From an optimization exercise on the open Yosys and OpenROAD flow, aimed at small area and a short achievable clock period; shortcuts taken in it are not production practice. In this exercise RTL edits were held to simulation tests only and were not proved equivalent to the original. No driver is modelled on the clock port, so clocking that relies on it looks cheaper here than on a real chip.

== P ==
==> flow/design.v (excerpt) <==
module rotational_cordic (
  output logic data_out_rot,
  output logic [15:0] xprime,
  output logic [15:0] yprime,
  input logic [15:0] x,
  input logic [15:0] y,
  input logic [15:0] theta,
  input logic clk, reset, start
);
For scale: ~4600 cells after synthesis, about 840 flip-flops, about 84 I/O pins.
clock: 13.0 ns
lec_check: 0
cap_margin: 20
core_margin: 2
core_utilization: 65
cts_cluster_diameter: 60
cts_cluster_size: 25
slew_margin: 20
standard.sh (not shown) runs the stock make flow with config.mk's settings and CLKGATE_MAP_FILE= SYNTH_SCRIPT=/design/flow/synth_recipe.tcl, a recipe that flattens the netlist after the stock synthesis.
==> flow/flow/run.sh <==
#!/bin/bash
set -euo pipefail
export BUFFER_PORTS_ARGS="-buffer_cell sky130_fd_sc_hd__buf_2"
export SETUP_SLACK_MARGIN=9.4
bash standard.sh finish > standard.log 2>&1
P: done, clean on timing, DRC and antenna
Changes in Q relative to P:
# P
export LEC_CHECK = 0
export CAP_MARGIN = 20
export CORE_MARGIN = 2
export CORE_UTILIZATION = 65
export CTS_CLUSTER_DIAMETER = 60
export CTS_CLUSTER_SIZE = 25
export SLEW_MARGIN = 20
create_clock -name core_clock -period 13.0 [get_ports {clk}]
# Q
export LEC_CHECK = 0
export CAP_MARGIN = 20
export CORE_MARGIN = 2
export CORE_UTILIZATION = 40
export SLEW_MARGIN = 20
create_clock -name core_clock -period 13.0 [get_ports {clk}]
==> comparison <==
Compared with P, Q shows a lower clock edge transition at the registers on the reported setup and hold paths. Compared with P, in Q minimum setup slack in the final design has decreased, all-layer global routing usage has decreased. The total length of routed wires of Q was inferior to that of P. Q vs P, post-detailed-placement cell area went up by about 1.7%. Number of placed instances, taps included | Q above P. Area share of buffers outside the clock network of P is on par with Q. Compared with P, in Q non-filler instance count after layout +714; share of cell area taken by multi-input logic gates went down by 1.7 points.

Setup of job 472:
Another version of the RTL of rotational_cordic (not shown whole).
For scale: roughly 4,400 cells after synthesis, roughly 840 flip-flops, ~84 I/O pins, about 45,000 um^2 of cells after synthesis.
export LEC_CHECK = 0
export CAP_MARGIN = 20
export CORE_MARGIN = 2
export CORE_UTILIZATION = 65
export CTS_CLUSTER_DIAMETER = 60
export CTS_CLUSTER_SIZE = 25
export PLACE_DENSITY = 0.85
export SLEW_MARGIN = 20
create_clock -name core_clock -period 13.0 [get_ports {clk}]
Scripts as last shown in full above: flow/flow/run.sh
No stage failed in job 472, and the final checks on the layout all came back clean.
--- input diff job 472..job 9801 ---
diff --git a/flow/config.mk b/flow/config.mk
--- a/flow/config.mk
+++ b/flow/config.mk
@@ -10,4 +10,3 @@
-export CORE_UTILIZATION = 65
-export CTS_CLUSTER_DIAMETER = 60
-export CTS_CLUSTER_SIZE = 25
-export PLACE_DENSITY = 0.85
+export CORE_UTILIZATION = 80
+export CTS_CLUSTER_DIAMETER = 100
+export CTS_CLUSTER_SIZE = 30
==> summary.txt <==
Sort job 9801 and job 472 by via count, descending, and job 472 comes first.
The inputs of job 9469 differ from those of job 9801 as listed below.
diff --git a/flow/flow/run.sh b/flow/flow/run.sh
--- a/flow/flow/run.sh
+++ b/flow/flow/run.sh
@@ -4 +4,2 @@
-export SETUP_SLACK_MARGIN=9.4
+export SETUP_SLACK_MARGIN=9.3
+export POST_CTS_TCL="$PWD/flow/recover.tcl"
==> flow/flow/recover.tcl (new file) <==
# Downsize cells that have timing slack beyond the setup margin (area/power recovery).
log_cmd estimate_parasitics -placement
log_cmd repair_timing -recover_power 100 -setup_margin $::env(SETUP_SLACK_MARGIN)
set result [catch { detailed_placement } msg]
if { $result != 0 } { error "Detailed placement failed after power recovery: $msg" }
check_placement -verbose
diff --git a/flow/config.mk b/flow/config.mk
--- a/flow/config.mk
+++ b/flow/config.mk
@@ -10 +10 @@
-export CORE_UTILIZATION = 80
+export CORE_UTILIZATION = 75
==> comparison <==
Job 9469 finished every stage and its layout cleared the timing, DRC and antenna checks. Side by side, worst path setup slack after routing turned out higher in job 9469 than in job 9801. Worst setup skew after layout delta (job 9469 -> job 9801): insignificant. Final period utilization: job 9469 vs job 9801 down 0.40 points.
## Diff of input files: job 839 against job 9469
==> flow/flow/run.sh <==
#!/bin/bash
set -euo pipefail
export BUFFER_PORTS_ARGS="-buffer_cell sky130_fd_sc_hd__buf_2"
export SETUP_SLACK_MARGIN=9.4
bash standard.sh finish > standard.log 2>&1
diff --git a/flow/config.mk b/flow/config.mk
--- a/flow/config.mk
+++ b/flow/config.mk
@@ -11,2 +11,2 @@
-export CTS_CLUSTER_DIAMETER = 100
-export CTS_CLUSTER_SIZE = 30
+export CTS_CLUSTER_DIAMETER = 80
+export CTS_CLUSTER_SIZE = 35
removed: flow/flow/recover.tcl
[summary]
The final cell utilization of the core reported for job 839 is greater than that of job 9469 by 0.53 points. In job 839, design area is higher than in job 9469. Job 839: PASS, flow complete, no timing, DRC or antenna violations.
> inputs changed (job 839 -> job 6313)
diff --git a/flow/config.mk b/flow/config.mk
--- a/flow/config.mk
+++ b/flow/config.mk
@@ -10,3 +10,3 @@
-export CORE_UTILIZATION = 75
-export CTS_CLUSTER_DIAMETER = 80
-export CTS_CLUSTER_SIZE = 35
+export CORE_UTILIZATION = 65
+export CTS_CLUSTER_DIAMETER = 60
+export CTS_CLUSTER_SIZE = 25
## What came out
Job 6313 -> job 839: number of H-tree levels delta 0, exact match
Job 6313 vs job 839, chip width went up by 18 um.
Worst relative slew slack: higher on job 839
Here is what was changed in the inputs of job 7584 compared with job 6313.
diff --git a/flow/config.mk b/flow/config.mk
--- a/flow/config.mk
+++ b/flow/config.mk
@@ -10,0 +11 @@
+export CTS_BUF_LIST = sky130_fd_sc_hd__clkbuf_8 sky130_fd_sc_hd__clkbuf_16
## What came out
- ~same via count in job 7584 and job 6313
- In the flow results for job 7584 and job 6313, the number of design-rule violations left by the first detailed-router iteration is smaller on job 7584.
- Length of routed wiring on met1: job 7584 vs job 6313 up 0.50%
- Any difference in worst reg-to-reg setup slack between job 7584 and job 6313 is small enough to ignore.
- Compared job 7584 against job 6313; global-route usage within noise.
- Looking at job 7584 and job 6313, the sum of buffers and inverters on the critical path is a wash.
- As far as final period demand of the worst path is concerned, job 7584 and job 6313 perform about the same.
- Looking at job 7584 and job 6313, the final worst setup slack is a wash.
- Total wire length after detailed routing: job 6313 vs job 7584 — no meaningful difference
- | first-pass GRT wire length | job 6313 vs job 7584 | ≈ equal |

separate check: timing with driven ports:
In the flow no input, the clock included, has a driving cell. The finished layouts below were timed again as built, in two steps. Step 1: set_driving_cell puts a clkbuf_16 on clk and a buf_2 on each other input, an assumption about the parent block. Step 2 also shifts input and output timing later by t, the mid clock arrival at the registers, as if the neighbouring blocks saw the same clock. a / b / c = ideal / step 1 / step 2; a / b = the first two.
run	shift t [ns]	setup WS [ns]	hold slack, ns	worst setup path after step 2	slew at the worst register clock pin (ns)
P	0.672	9.289 / 9.221 / 9.636	0.312 / 0.312 / 0.312	register to register	0.09 / 0.09
Q	0.764	9.253 / 9.183 / 9.682	0.289 / 0.289 / 0.289	register to register	0.06 / 0.06
job 472	0.701	9.268 / 9.208 / 9.427	0.309 / 0.309 / 0.309	register to register	0.10 / 0.10
job 9801	0.700	9.249 / 9.185 / 9.449	0.331 / 0.331 / 0.331	register to register	0.11 / 0.11
job 9469	0.657	9.302 / 9.240 / 9.366	0.330 / 0.330 / 0.330	register to register	0.11 / 0.11
job 839	0.659	9.247 / 9.184 / 9.456	0.322 / 0.322 / 0.322	register to register	0.12 / 0.12
job 6313	0.708	9.272 / 9.203 / 9.438	0.321 / 0.321 / 0.321	register to register	0.10 / 0.10
job 7584	0.708	9.272 / 9.203 / 9.438	0.321 / 0.321 / 0.321	register to register	0.10 / 0.10
After both steps every run listed still meets setup and hold.
